Context: an optimization exercise on an open-source flow, tuned for small area, a short achievable clock period and few clock cycles per item. The choices shown serve that exercise and are no tape-out recipe. Function was checked by simulation only, so behaviour that the tests miss may differ from the original.

==> flow/design.v (outline; a module is shown in full before it is edited, if it fits) <==
// module fa: 4 lines
// module ha: 4 lines
// module reciprocal: 38 lines
// module imc: 1557 lines
module imc
  #(parameter INPUT_W = 16,
    parameter OUTPUT_W = 16)
(
    input  logic                   clk,
    input  logic                   rst_n,
    input  logic                   start,
    input  logic [INPUT_W-1:0]     aIn,
    input  logic [INPUT_W-1:0]     bIn,
    input  logic [INPUT_W-1:0]     cIn,
    input  logic [INPUT_W-1:0]     dIn,
    output logic                   ready,
    output logic [OUTPUT_W-1:0]    aOut,
    output logic [OUTPUT_W-1:0]    bOut,
    output logic [OUTPUT_W-1:0]    cOut,
    output logic [OUTPUT_W-1:0]    dOut,
    output logic                   aOut_sign,
    output logic                   bOut_sign,
    output logic                   cOut_sign,
    output logic                   dOut_sign
);
  // ...
==> flow/flow/run.sh <==
#!/bin/bash
# The standard layout (the standard.sh, all ORFS steps from synthesis
# to finish), except that buffer_ports puts a buf_2 on every input and
# output port instead of the cell it picks on its own (a slow delay cell,
# clkdlybuf4s50_1). Timing repair still resizes port buffers as it needs.
# make's output goes to flow_make.log; ORFS keeps each step's log under
# orfs/logs.
set -euo pipefail
bash standard.sh "BUFFER_PORTS_ARGS=-buffer_cell sky130_fd_sc_hd__buf_2" finish > flow_make.log 2>&1
==> flow/standard.sh <==
#!/bin/bash
# synth_recipe.tcl (not shown) runs the flow's synth.tcl, then flattens the netlist and writes it again
# the make line also repeats each setting of config.mk as NAME=value (left out here)
make -C /OpenROAD-flow-scripts/flow DESIGN_CONFIG=/design/flow/config.mk WORK_HOME=/design/flow/orfs CLKGATE_MAP_FILE= SYNTH_SCRIPT=/design/flow/synth_recipe.tcl "${@:-finish}"
==> flow/config.mk <==
export PLATFORM = sky130hd
export DESIGN_NAME = imc
export DESIGN_NICKNAME = imc
export VERILOG_FILES = /design/flow/design.v
export SDC_FILE = /design/flow/constraint.sdc
export NUM_CORES = 4
export LEC_CHECK = 0
export CAP_MARGIN = 20
export CORE_MARGIN = 2
export CORE_UTILIZATION = 60
export SETUP_SLACK_MARGIN = 3.2
export SLEW_MARGIN = 20
export SYNTH_HIERARCHICAL = 1
==> flow/constraint.sdc <==
create_clock -name core_clock -period 11.0 [get_ports {clk}]
set_input_delay 2.2000 -clock core_clock [delete_from_list [all_inputs] [get_ports {clk}]]
set_output_delay 2.2000 -clock core_clock [all_outputs]
set_load 0.01 [all_outputs]
==> flow_summary_export.csv, run 1 <==
group,metric,value,unit
status,status,"timing/DRC/antenna clean",
sta,finalSetupTns,0,ns
placement,dp_cells,2630,
logic_synthesis,ys_async_sr_fraction,2.22,%
job,max-cap-violations,0,
sta,rsz0062_at_grt,"true",
worst_setup_path,critPathLaunchType,"input port",
route,routed_wl,56900,um
cts,cts_tree,"yes",
logic_synthesis,syn_inst,2167,
finish,diodes,0,
cts,numCtsBuffers,5,
worst_setup_path,cp.arrival,7.86,ns
finish,seq_area_share,6.02,%
logic_synthesis,yosys-mux-area-fraction,0.392,%
finish,post-route-util,64.8,%
finish,layout-drive-gt1-share,9.29,%
logic_synthesis,synthTopCellsByArea,"fa_1 54%, nand2_1 12%, edfxtp_1 6.3%, ha_1 5.6%, clkbuf_1 2.0%",
sta,setup_violations,0,
cts,clkSlewWorstSetupHoldPaths,0.06,ns
sta,timing.fmax,128,MHz
worst_setup_path,crit_fanout,17,
worst_setup_path,crit_family,"adder cells",
die,fp-row-count,68,
cts,cts_max_level,2,
Testbench counts, summed over its fixed seeds: cycles 3,200, items 3,200.
==> run 2, diff against run 1 <==
--- a/flow/design.v
+++ b/flow/design.v
@@ -1168,44 +1168,41 @@
   logic        up0, up1;
   assign dvw = dxv[16:4];
   assign yvw = dyv[16:4];
   assign pw  = dvw ^ yvw;
   assign up0 = (pw[16:5] == (dvw[15:4] | yvw[15:4]));
   assign up1 = (~pw[16:5] == (dvw[15:4] & yvw[15:4]));
   logic        ready_r;
   logic [4:0]  lo_r;        
-  logic        up0_r, up1_r, dsign_r;
+  logic        inrange_r, dsign_r;
   logic [7:0]  mA_r, mB_r, mC_r, mD_r;
   logic        sA_r, sB_r, sC_r, sD_r;
   always_ff @(posedge clk or negedge rst_n) begin
     if (!rst_n) ready_r <= 1'b0;
     else        ready_r <= 1'b1;
   end
   always_ff @(posedge clk) begin
     if (start) begin
       lo_r    <= diff[4:0];
-      up0_r   <= up0;
-      up1_r   <= up1;
+      inrange_r <= diff[4] ? up1 : up0;
       dsign_r <= det_sign;
       mA_r <= mA;
       mB_r <= mB;
       mC_r <= mC;
       mD_r <= mD;
       sA_r <= dIn[15];
       sB_r <= bIn != 16'd0;
       sC_r <= cIn != 16'd0;
       sD_r <= aIn[15];
     end
   end
-  logic        inrange;
   logic [8:0]  r, rlut;
-  assign inrange = lo_r[4] ? up1_r : up0_r;
   reciprocal u_recip (.x(lo_r), .y(rlut));
-  assign r = {9{inrange}} & rlut;
+  assign r = {9{inrange_r}} & rlut;
   logic [13:0] oax, oay, obx, oby, ocx, ocy, odx, ody;
   wire oa_1, oa_2;
   fa u_oa_1 (.a(~(mA_r[0] & r[4])), .b(~(mA_r[1] & r[3])), .c(1'b1), .s(oa_1), .co(oa_2));
   wire oa_3, oa_4;
   fa u_oa_3 (.a(~(mA_r[1] & r[4])), .b(~(mA_r[2] & r[3])), .c(~(mA_r[3] & r[2])), .s(oa_3), .co(oa_4));
   wire oa_5, oa_6;
   fa u_oa_5 (.a(~(mA_r[4] & r[1])), .b(~(mA_r[5] & r[0])), .c(1'b1), .s(oa_5), .co(oa_6));
   wire oa_7, oa_8;
==> flow/config.mk (replaced) <==
export PLATFORM = sky130hd
export DESIGN_NAME = imc
export DESIGN_NICKNAME = imc
export VERILOG_FILES = /design/flow/design.v
export SDC_FILE = /design/flow/constraint.sdc
export NUM_CORES = 4
export LEC_CHECK = 0
export CAP_MARGIN = 20
export CORE_MARGIN = 2
export CORE_UTILIZATION = 60
export PLACE_DENSITY = 0.75
export SETUP_SLACK_MARGIN = 3
export SLEW_MARGIN = 20
export SYNTH_HIERARCHICAL = 1
==> run 2 against run 1 <==
  * Critical endpoint unchanged
  * Die area fell by 0.94%
  * Global-route usage barely moved
  * Still clean on timing, DRC and antenna
  * Worst setup slack got worse by 0.076 ns
==> flow_summary_export.csv, run 2 <==
group,metric,value,unit
worst_setup_path,cp-startpoint,"bIn[7]",
cts,cts_tree,"yes",
logic_synthesis,synth_top_area_share,54.3,%
die,die_w,191,um
route,routed_wl,56600,um
cts,numCtsBuffers,5,
job,max-cap-violations,0,
placement,dp_hpwl,42600,um
worst_setup_path,cp-end-kind,"register",
worst_setup_path,required,11.04,ns
grt,grt_use_total,32.6,%
logic_synthesis,yosysUniqueCellTypes,64,
route,via_per_inst,6.22,
cts,root_buffer,"clkbuf_16",
die,fp-row-count,68,
logic_synthesis,syn_inst,2160,
logic_synthesis,synthesis.area,20900,um^2
finish,area_delta_synth_final,5.76,%
cts,clkSlewWorstSetupHoldPaths,0.06,ns
sta,worstMarginPinSlew,1.10,ns
grt,grt_max_degree,44,
die,die_h,191,um
die,core_area,34400,um^2
finish,final_cell_mix,"700 x nand2_1, 564 x fa_1, 100 x inv_1",
worst_setup_path,crit_fanout,17,
finish,multi_input_area,18600,um^2
hold_path,hold_path.class,"input port to asynchronous set/reset pin",
die,io_pins,136,
status,status,"timing/DRC/antenna clean",
route,post_drt_wl_per_cell,21.5,um
die,start_util,60.7,%
cts,cts_hold_buf,0,
finish,final_nets,2904,
sta,setup_violations,0,
route,drt_drc_violations_left,0,
placement,gp_congestion,0.937,
cts,cts_max_level,2,
cts,cts_sinks,44,
route,first_pass_iters,5,
grt,grt_pass1_wl,92800,um
logic_synthesis,synthTopCellsByCount,"700 x nand2_1, 566 x fa_1, 135 x clkbuf_1",
grt,grt_pass1_vias,17500,
route,ant_nets,0,
grt,antenna_found_initial,0,
logic_synthesis,ys_seq_area_share,6.30,%
logic_synthesis,synthTopCellsByArea,"fa_1 54%, nand2_1 13%, edfxtp_1 6.2%, ha_1 5.7%, clkbuf_1 2.4%",
sta,finalSetupTns,0,ns
grt,overflow,0,
cts,ctsLongestPathBuffers,2,
finish,layout-drive-gt1-share,8.64,%
logic_synthesis,synth_area_leader_cell,"fa_1",
worst_setup_path,crit_type,"input port to register",
finish,final_common_cell,"nand2_1",
sta,relSlewSlack,26.6,%
sta,finalMaxSlewViolations,0,
logic_synthesis,syn_area_per_cell,9.67,um^2
sta,fin_crit_sh,71.8,%
die,die-area,36300,um^2
sta,fin_crit,7.89,ns
logic_synthesis,synth_ff_type,"edfxtp_1",
sta,layout_setup_ws,3.11,ns
worst_setup_path,critPathLaunchType,"input port",
route,vias,16400,
route,drtIter0Drc,1719,
finish,fillers,2776,
sta,hold_violations,0,
sta,whs,1.68,ns
sta,timing.fmax,127,MHz
placement,port_buffers,135,
placement,dp_slack,2.22,ns
logic_synthesis,synth_most_common_cell,"nand2_1",
worst_setup_path,cp.arrival,7.93,ns
finish,ff_latch_area,1320,um^2
logic_synthesis,ys.warnings.count,8,
logic_synthesis,synth_seq_cells,44,
logic_synthesis,ys_async_sr_fraction,2.27,%
finish,diodes,0,
logic_synthesis,synth-edff-count,43,
sta,rsz0062_at_grt,"true",
==> run 2: changes by cell type after synthesis, moves of 11 or more <==
cell,before,now
a22o_1,19,30
and3_1,6,18
buf_2,28,8
clkbuf_1,115,135
nand2_1,679,700
xnor2_1,40,53
==> run 2: kinds of logic (layout without fill, tap and decap cells) <==
logic type               Yosys count  in the layout  synth area share [%]
buffers and inverters            297            259                  5.58
other                              1             55                0.0180
flip-flops                        44             44                  6.30
XOR/XNOR                          76             76                  3.22
AND/OR/NAND/NOR                  846            847                  17.0
multiplexers                       2              2                0.0959
AO/OA/AOI/OAI                    233            233                  7.81
adder cells (fa/ha/maj)          661            661                  60.0
==> run 2: layout make-up <==
class	instances	area share (%)
multi-input cells	1874	84.4
well taps	455	2.58
flip-flops and latches	44	5.96
inverters	100	1.70
clock inverters	3	0.210
clock buffers	5	0.567
repair buffers	151	4.54
==> run 2: final timing paths <==
path | endpoint | slack, ns
min in group core_clock | sA_r$_DFFE_PP_ | 2.25
worst min-delay path | ready_r$_DFF_PN0_ | 1.68
max in group asynchronous | ready_r$_DFF_PN0_ | 9.24
worst max-delay path | dsign_r$_DFFE_PP_ | 3.11
==> run 2: modules after synthesis, one instance, submodules excluded <==
module      cell area, um^2  copies in the design  cells inside  flip-flops and latches
ha                     12.5                    15             1                       0
reciprocal              399                     1            55                       0
fa                     20.0                   548             1                       0
imc                    9320                     1          1542                      44
==> run 2: repair_timing <==
item / CTS / global route
setup buffers: 1 / 7
pin swaps: 1 / 11
hold endpoints to repair: 0 / 0
resized for setup: 6 / 110
gates cloned: 0 / 1
endpoints found under the setup margin: 18 / 19
==> run 2: worst max-delay path, cell delays in order <==
cell and delay (ns):
buf_2 0.40, nand2_1 0.18, fa_1 0.42, fa_1 0.45, fa_1 0.41, fa_1 0.43, fa_1 0.53, fa_1 0.48
fa_1 0.47, fa_1 0.52, ha_1 0.22, fa_1 0.36, a21o_1 0.17, a21oi_1 0.18, o22ai_1 0.14, nor4bb_1 0.29
nor3b_1 0.08
==> run 2: stage by stage <==
stage	cell area, um^2	utilization, %	cells
floorplan	21100	-	2214
global placement	21600	62.8	2615
detailed placement	21600	62.8	2615
CTS	21800	63.4	2624
global route	22100	64.2	2632
finish	22100	64.2	2632
==> run 2: metal layers <==
layer | global-route usage (%) | part of all wire (%) | vias to the layer above
met2 | 52.4 | 48 | 1003
met5 | 0 | 0 | -
met4 | 11.4 | 3.1 | 0
li1 | - | - | 6813
met3 | 5.21 | 9.1 | 141
met1 | 45.7 | 40 | 8411
Testbench counts of run 2, summed over its fixed seeds: cycles 3,200, items 3,200.
==> run 3, diff against run 2 <==
--- a/flow/config.mk
+++ b/flow/config.mk
@@ -9,6 +9,6 @@
 export CORE_MARGIN = 2
 export CORE_UTILIZATION = 60
 export PLACE_DENSITY = 0.75
-export SETUP_SLACK_MARGIN = 3
+export SETUP_SLACK_MARGIN = 3.2
 export SLEW_MARGIN = 20
 export SYNTH_HIERARCHICAL = 1
==> run 3 against run 2 <==
  * Global-route usage is 0.14 points lower
  * First-iteration DRC count up 4.9%
  * Via count is 2.2% higher
  * Die area unchanged
  * Utilization up 1.9 points
  * Cell count is 1.3% higher
  * Sequential share of layout area down 0.17 points
  * Flip-flop and latch count is the same
  * Cell area increased by 2.9%
  * Critical path type unchanged
==> flow_summary_export.csv, run 3 <==
group,metric,value,unit
route,drt_drc_violations_left,0,
logic_synthesis,synthTopCellsByCount,"700 x nand2_1, 566 x fa_1, 135 x clkbuf_1",
cts,cts_max_level,2,
logic_synthesis,syn_inst,2160,
logic_synthesis,synth-edff-count,43,
route,ant_nets,0,
logic_synthesis,syn_area_per_cell,9.67,um^2
grt,overflow,0,
die,die_h,191,um
die,die-area,36300,um^2
route,via_per_inst,6.27,
finish,final_cell_mix,"698 x nand2_1, 554 x fa_1, 100 x inv_1",
sta,hold_violations,0,
route,vias,16700,
cts,cts_sinks,44,
route,routed_wl,58600,um
sta,worstMarginPinSlew,1.10,ns
worst_setup_path,crit_type,"input port to register",
logic_synthesis,synth_most_common_cell,"nand2_1",
sta,timing.fmax,128,MHz
route,drtIter0Drc,1803,
logic_synthesis,synthTopCellsByArea,"fa_1 54%, nand2_1 13%, edfxtp_1 6.2%, ha_1 5.7%, clkbuf_1 2.4%",
die,core_area,34400,um^2
logic_synthesis,synth_top_area_share,54.3,%
placement,gp_congestion,0.945,
sta,rsz0062_at_grt,"true",
worst_setup_path,required,11.04,ns
worst_setup_path,cp-end-kind,"register",
logic_synthesis,ys.warnings.count,8,
die,fp-row-count,68,
die,io_pins,136,
finish,diodes,0,
grt,grt_pass1_wl,92300,um
grt,grt_use_total,32.5,%
cts,ctsLongestPathBuffers,2,
sta,finalSetupTns,0,ns
grt,grt_pass1_vias,17800,
finish,layout-drive-gt1-share,10.8,%
die,die_w,191,um
sta,relSlewSlack,26.5,%
status,status,"timing/DRC/antenna clean",
logic_synthesis,synth_seq_cells,44,
sta,finalMaxSlewViolations,0,
die,start_util,60.7,%
logic_synthesis,synth_area_leader_cell,"fa_1",
cts,clkSlewWorstSetupHoldPaths,0.06,ns
job,max-cap-violations,0,
sta,setup_violations,0,
placement,port_buffers,135,
cts,numCtsBuffers,5,
worst_setup_path,cp.arrival,7.85,ns
cts,root_buffer,"clkbuf_16",
worst_setup_path,critPathLaunchType,"input port",
finish,area_delta_synth_final,8.87,%
worst_setup_path,crit_fanout,8,
route,post_drt_wl_per_cell,22.0,um
sta,fin_crit_sh,71.0,%
sta,fin_crit,7.81,ns
logic_synthesis,ys_seq_area_share,6.30,%
logic_synthesis,synth_ff_type,"edfxtp_1",
logic_synthesis,synthesis.area,20900,um^2
route,first_pass_iters,6,
grt,grt_max_degree,44,
hold_path,hold_path.class,"input port to asynchronous set/reset pin",
placement,dp_hpwl,41400,um
logic_synthesis,yosysUniqueCellTypes,64,
grt,antenna_found_initial,0,
sta,whs,1.67,ns
finish,final_nets,2939,
logic_synthesis,ys_async_sr_fraction,2.27,%
finish,final_common_cell,"nand2_1",
cts,cts_tree,"yes",
==> run 3: routing by layer <==
| metal | vias up | global-route usage [%] | wire length, um |
|---|---|---|---|
| met5 | - | 0 | 0 |
| met4 | 0 | 13.5 | 2470 |
| met3 | 219 | 4.36 | 5830 |
| met2 | 1182 | 53.1 | 28700 |
| met1 | 8445 | 44.3 | 21600 |
| li1 | 6884 | - | - |
==> run 3: kinds of logic after synthesis <==
group,Yosys count,synth area share (%)
buf+inv,297,5.58
fa+ha+maj,661,60.0
flops,44,6.30
other cells,1,0.0180
xor+xnor,76,3.22
mux,2,0.0959
compound gates,233,7.81
simple gates,846,17.0
==> run 3: repair_timing <==
item,in CTS,in global routing
setup endpoints to repair,28,19
resized for setup,80,99
buffers inserted,5,38
hold buffers,0,0
pin swaps,4,14
gates cloned,0,1
==> run 3: critical path, cell delays in order <==
cell,delay (ns)
buf_12,0.10
nand2_4,0.05
fa_1,0.59
fa_1,0.45
fa_1,0.47
fa_2,0.36
fa_1,0.51
fa_1,0.46
a222oi_1,0.52
nand4_1,0.24
nor3_1,0.22
a31oi_1,0.06
o311ai_1,0.11
a21oi_2,0.12
fa_2,0.38
a21o_1,0.17
a21o_1,0.20
a21oi_2,0.20
nor4_2,0.09
nor4bb_1,0.27
nor3b_1,0.09
==> run 3: area by class of cell <==
type                    instances  area [um^2]
flip-flops and latches         44         1320
multi-input cells            1874        18700
well taps                     455          569
fillers                      2607        11600
clock buffers                   5          125
repair buffers                186         1590
clock inverters                 3         46.3
inverters                     100          375
==> run 3: Yosys stat by module, one instance, submodules excluded <==
module | times used | cells inside | flip-flops and latches
imc | 1 | 1542 | 44
ha | 15 | 1 | 0
fa | 548 | 1 | 0
reciprocal | 1 | 55 | 0
==> run 3: worst max path at each step <==
stage	cells after the start	endpoint	start	slack, ns
global placement	17	inrange_r$_DFFE_PP_	dIn[14]	2.51
floorplan	18	dsign_r$_DFFE_PP_	cIn[11]	3.20
global route	21	dsign_r$_DFFE_PP_	cIn[12]	3.00
detailed placement	18	dsign_r$_DFFE_PP_	dIn[14]	2.32
CTS	19	dOut[9]	lo_r[0]$_DFFE_PP_	3.20
finish	21	dsign_r$_DFFE_PP_	bIn[0]	3.19
==> run 3: stage by stage <==
stage                     std cells  util (%)  area [um^2]  worst slack (ns)
after floorplan                2214         -        21400              3.20
after global routing           2667      66.1        22700              3.00
after CTS                      2628      64.2        22100              3.20
final                          2667      66.1        22700              3.19
after detailed placement       2615      62.9        21600              2.32
after global placement         2615      62.9        21600              2.51
==> run 4, diff against run 3 <==
--- a/flow/config.mk
+++ b/flow/config.mk
@@ -8,7 +8,8 @@
 export CAP_MARGIN = 20
 export CORE_MARGIN = 2
 export CORE_UTILIZATION = 60
+export GPL_ROUTABILITY_DRIVEN = 0
 export PLACE_DENSITY = 0.75
-export SETUP_SLACK_MARGIN = 3.2
+export SETUP_SLACK_MARGIN = 3
 export SLEW_MARGIN = 20
 export SYNTH_HIERARCHICAL = 1
==> run 4 against run 3 <==
  * Still clean on timing, DRC and antenna
  * Non-clock buffer count is 32 lower
  * Routed wire length fell by 3.8%
  * Via count decreased by 2.9%
  * Worst setup slack worse by 0.076 ns
  * Sequential share of layout area is 0.17 points higher
  * Cell area fell by 2.8%
  * First-iteration DRC count decreased by 4.6%
  * Hold slack worse by 0.00053 ns
  * Global-route usage decreased by 0.33 points
  * Utilization shrank 1.8 points
  * Critical path type unchanged
==> flow_summary_export.csv, run 4 <==
group,metric,value,unit
hold_path,hold_path.class,"input port to asynchronous set/reset pin",
cts,numCtsBuffers,5,
route,first_pass_iters,6,
worst_setup_path,cp.arrival,7.93,ns
grt,overflow,0,
route,drt_drc_violations_left,0,
sta,finalSetupTns,0,ns
finish,final_cell_mix,"700 x nand2_1, 565 x fa_1, 100 x inv_1",
finish,diodes,0,
die,core_area,34400,um^2
logic_synthesis,ys_seq_area_share,6.30,%
cts,root_buffer,"clkbuf_16",
finish,fillers,2708,
cts,cts_hold_buf,0,
grt,antenna_found_initial,0,
sta,hold_violations,0,
die,die-area,36300,um^2
logic_synthesis,synth_top_area_share,54.3,%
sta,relSlewSlack,24.5,%
die,start_util,60.7,%
sta,timing.fmax,127,MHz
logic_synthesis,syn_area_per_cell,9.67,um^2
logic_synthesis,synth_ff_type,"edfxtp_1",
placement,dp_hpwl,42200,um
finish,fin_cells,2635,
die,io_pins,136,
status,status,"timing/DRC/antenna clean",
sta,layout_setup_ws,3.11,ns
cts,cts_max_level,2,
grt,grt_pass1_vias,17900,
sta,rsz0062_at_grt,"false",
cts,ctsLongestPathBuffers,2,
worst_setup_path,crit_fanout,17,
logic_synthesis,synth_most_common_cell,"nand2_1",
sta,whs,1.67,ns
grt,grt_use_total,32.2,%
logic_synthesis,synthTopCellsByCount,"700 x nand2_1, 566 x fa_1, 135 x clkbuf_1",
worst_setup_path,required,11.04,ns
sta,fin_crit_sh,71.7,%
sta,worstMarginPinSlew,1.13,ns
sta,setup_violations,0,
route,routed_wl,56400,um
job,max-cap-violations,0,
worst_setup_path,crit_chain,"buf_4 > nand2_1 > fa_1 > fa_1 > fa_1 > fa_1 > fa_1 > fa_1 > inv_1 > fa_1 > fa_1 > ha_1 > a21o_1 > a21o_1 > a21oi_2 > nor4_2 > nor4bb_1 > nor3b_1",
cts,cts_sinks,44,
route,top_layer,"met4",
placement,dp_cells,2615,
route,ant_nets,0,
route,drtIter0Drc,1720,
logic_synthesis,synth_area_leader_cell,"fa_1",
placement,port_buffers,135,
logic_synthesis,synth_seq_cells,44,
logic_synthesis,synthTopCellsByArea,"fa_1 54%, nand2_1 13%, edfxtp_1 6.2%, ha_1 5.7%, clkbuf_1 2.4%",
die,fp-row-count,68,
logic_synthesis,synth-edff-count,43,
die,die_w,191,um
placement,dp_slack,2.43,ns
worst_setup_path,critPathLaunchType,"input port",
worst_setup_path,crit_family,"adder cells",
logic_synthesis,synthesis.area,20900,um^2
route,post_drt_wl_per_cell,21.4,um
finish,final_nets,2907,
sta,fin_crit,7.89,ns
grt,grt_max_degree,44,
finish,area_delta_synth_final,5.84,%
worst_setup_path,cp-end-kind,"register",
sta,finalMaxSlewViolations,0,
die,die_h,191,um
finish,layout-drive-gt1-share,8.94,%
finish,final_common_cell,"nand2_1",
grt,grt_pass1_wl,91300,um
route,dr_wl_met2,27200,um
worst_setup_path,critical_path.slowest_cell,"fa_1",
worst_setup_path,critPathMaxStageDelay,0.58,ns
worst_setup_path,crit_type,"input port to register",
logic_synthesis,syn_inst,2160,
route,dr_wl_met3,5500,um
route,via_per_inst,6.17,
cts,cts_tree,"yes",
logic_synthesis,ys_async_sr_fraction,2.27,%
cts,clkSlewWorstSetupHoldPaths,0.07,ns
route,vias,16300,
route,met1Wirelength,21600,um
worst_setup_path,cp_num_buf_inv,2,
logic_synthesis,yosysUniqueCellTypes,64,
worst_setup_path,crit_path_frequent_cell,"fa_1",
logic_synthesis,ys.warnings.count,8,
==> run 4: cell types whose count changed in the layout (fill, tap and decap cells not counted), sizes merged <==
cell    before  now
buf        184  124
clkbuf       7   35
==> run 4: timing repair <==
item | CTS | global route
buffers inserted | 2 | 9
gates cloned | 0 | 1
endpoints found under the setup margin | 25 | 10
gates resized for setup | 17 | 81
pin swaps | 3 | 5
==> run 4: Yosys stat by module, one instance, submodules excluded <==
module	cells inside	copies in the design	cell area, um^2
ha	1	15	12.5
fa	1	548	20.0
imc	1542	1	9320
reciprocal	55	1	399
==> run 4: layout make-up <==
class	instances	area (um^2)	area share (%)
multi-input combinational	1874	18700	84.5
sequential	44	1320	5.96
timing repair buffer	154	997	4.51
tap	455	569	2.58
inverter	100	375	1.70
clock buffer	5	125	0.566
clock inverter	3	46.3	0.209
==> run 4: through the flow <==
step	utilization, %	instance area (um^2)
final	64.3	22100
after global routing	64.3	22100
after CTS	63.5	21800
after detailed placement	62.8	21600
after global placement	62.8	21600
after floorplan	-	21100
==> run 4: kinds of logic after synthesis <==
group | Yosys count | synth area share, %
flip-flops | 44 | 6.30
AND/OR/NAND/NOR | 846 | 17.0
other | 1 | 0.0180
adder cells (fa/ha/maj) | 661 | 60.0
XOR/XNOR | 76 | 3.22
AO/OA/AOI/OAI | 233 | 7.81
multiplexers | 2 | 0.0959
buffers and inverters | 297 | 5.58
==> run 4: worst max-delay path by stage <==
stage | start | end | slack, ns | cells past startpoint
after global placement | dIn[14] | dsign_r$_DFFE_PP_ | 2.67 | 18
final | dIn[4] | dsign_r$_DFFE_PP_ | 3.11 | 18
after floorplan | cIn[14] | dsign_r$_DFFE_PP_ | 3.00 | 22
after CTS | dIn[11] | dsign_r$_DFFE_PP_ | 3.01 | 18
after detailed placement | dIn[12] | dsign_r$_DFFE_PP_ | 2.43 | 18
after global routing | dIn[14] | dsign_r$_DFFE_PP_ | 2.97 | 19
==> run 4: per-layer routing <==
layer / track usage [%] / up-vias
met4: 12.8 / 0
met1: 42.8 / 8316
li1: - / 6811
met3: 6.26 / 167
met5: 0 / -
met2: 52.6 / 959

[what the ideal ports hide]
Ports are ideal in the flow. The routed layouts listed here were re-timed in OpenROAD.
Step 1 (the two cells are an assumption about what drives the block):
set clk [get_ports {clk}]
set_driving_cell -lib_cell sky130_fd_sc_hd__clkbuf_16 $clk
set_driving_cell -lib_cell sky130_fd_sc_hd__buf_2 [delete_from_list [all_inputs] $clk]
Step 2 moves the port delays by t, midway between the first and last clock arrival at a register: inputs arrive t later, outputs are due t later. That takes back most of the time a late clock gives input paths.
a / b / c = ideal ports / drivers / drivers and shift; a / b = the first two.
run	t (ns)	setup slack, ns	hold WS [ns]	worst slew at a driven data input, ns
run 1	0.335	3.182 / 3.202 / 2.867	1.670 / 1.648 / 1.983	0.07
run 2	0.323	3.106 / 3.112 / 2.790	1.676 / 1.663 / 1.986	0.07
run 3	0.322	3.188 / 3.115 / 2.793	1.672 / 1.657 / 1.979	0.11
run 4	0.330	3.112 / 3.130 / 2.800	1.671 / 1.655 / 1.985	0.06
After both steps setup and hold are still met in every run listed. For run 3, which loses most, drivers alone change the setup slack by -0.073 ns; drivers and shift together by -0.395 ns.
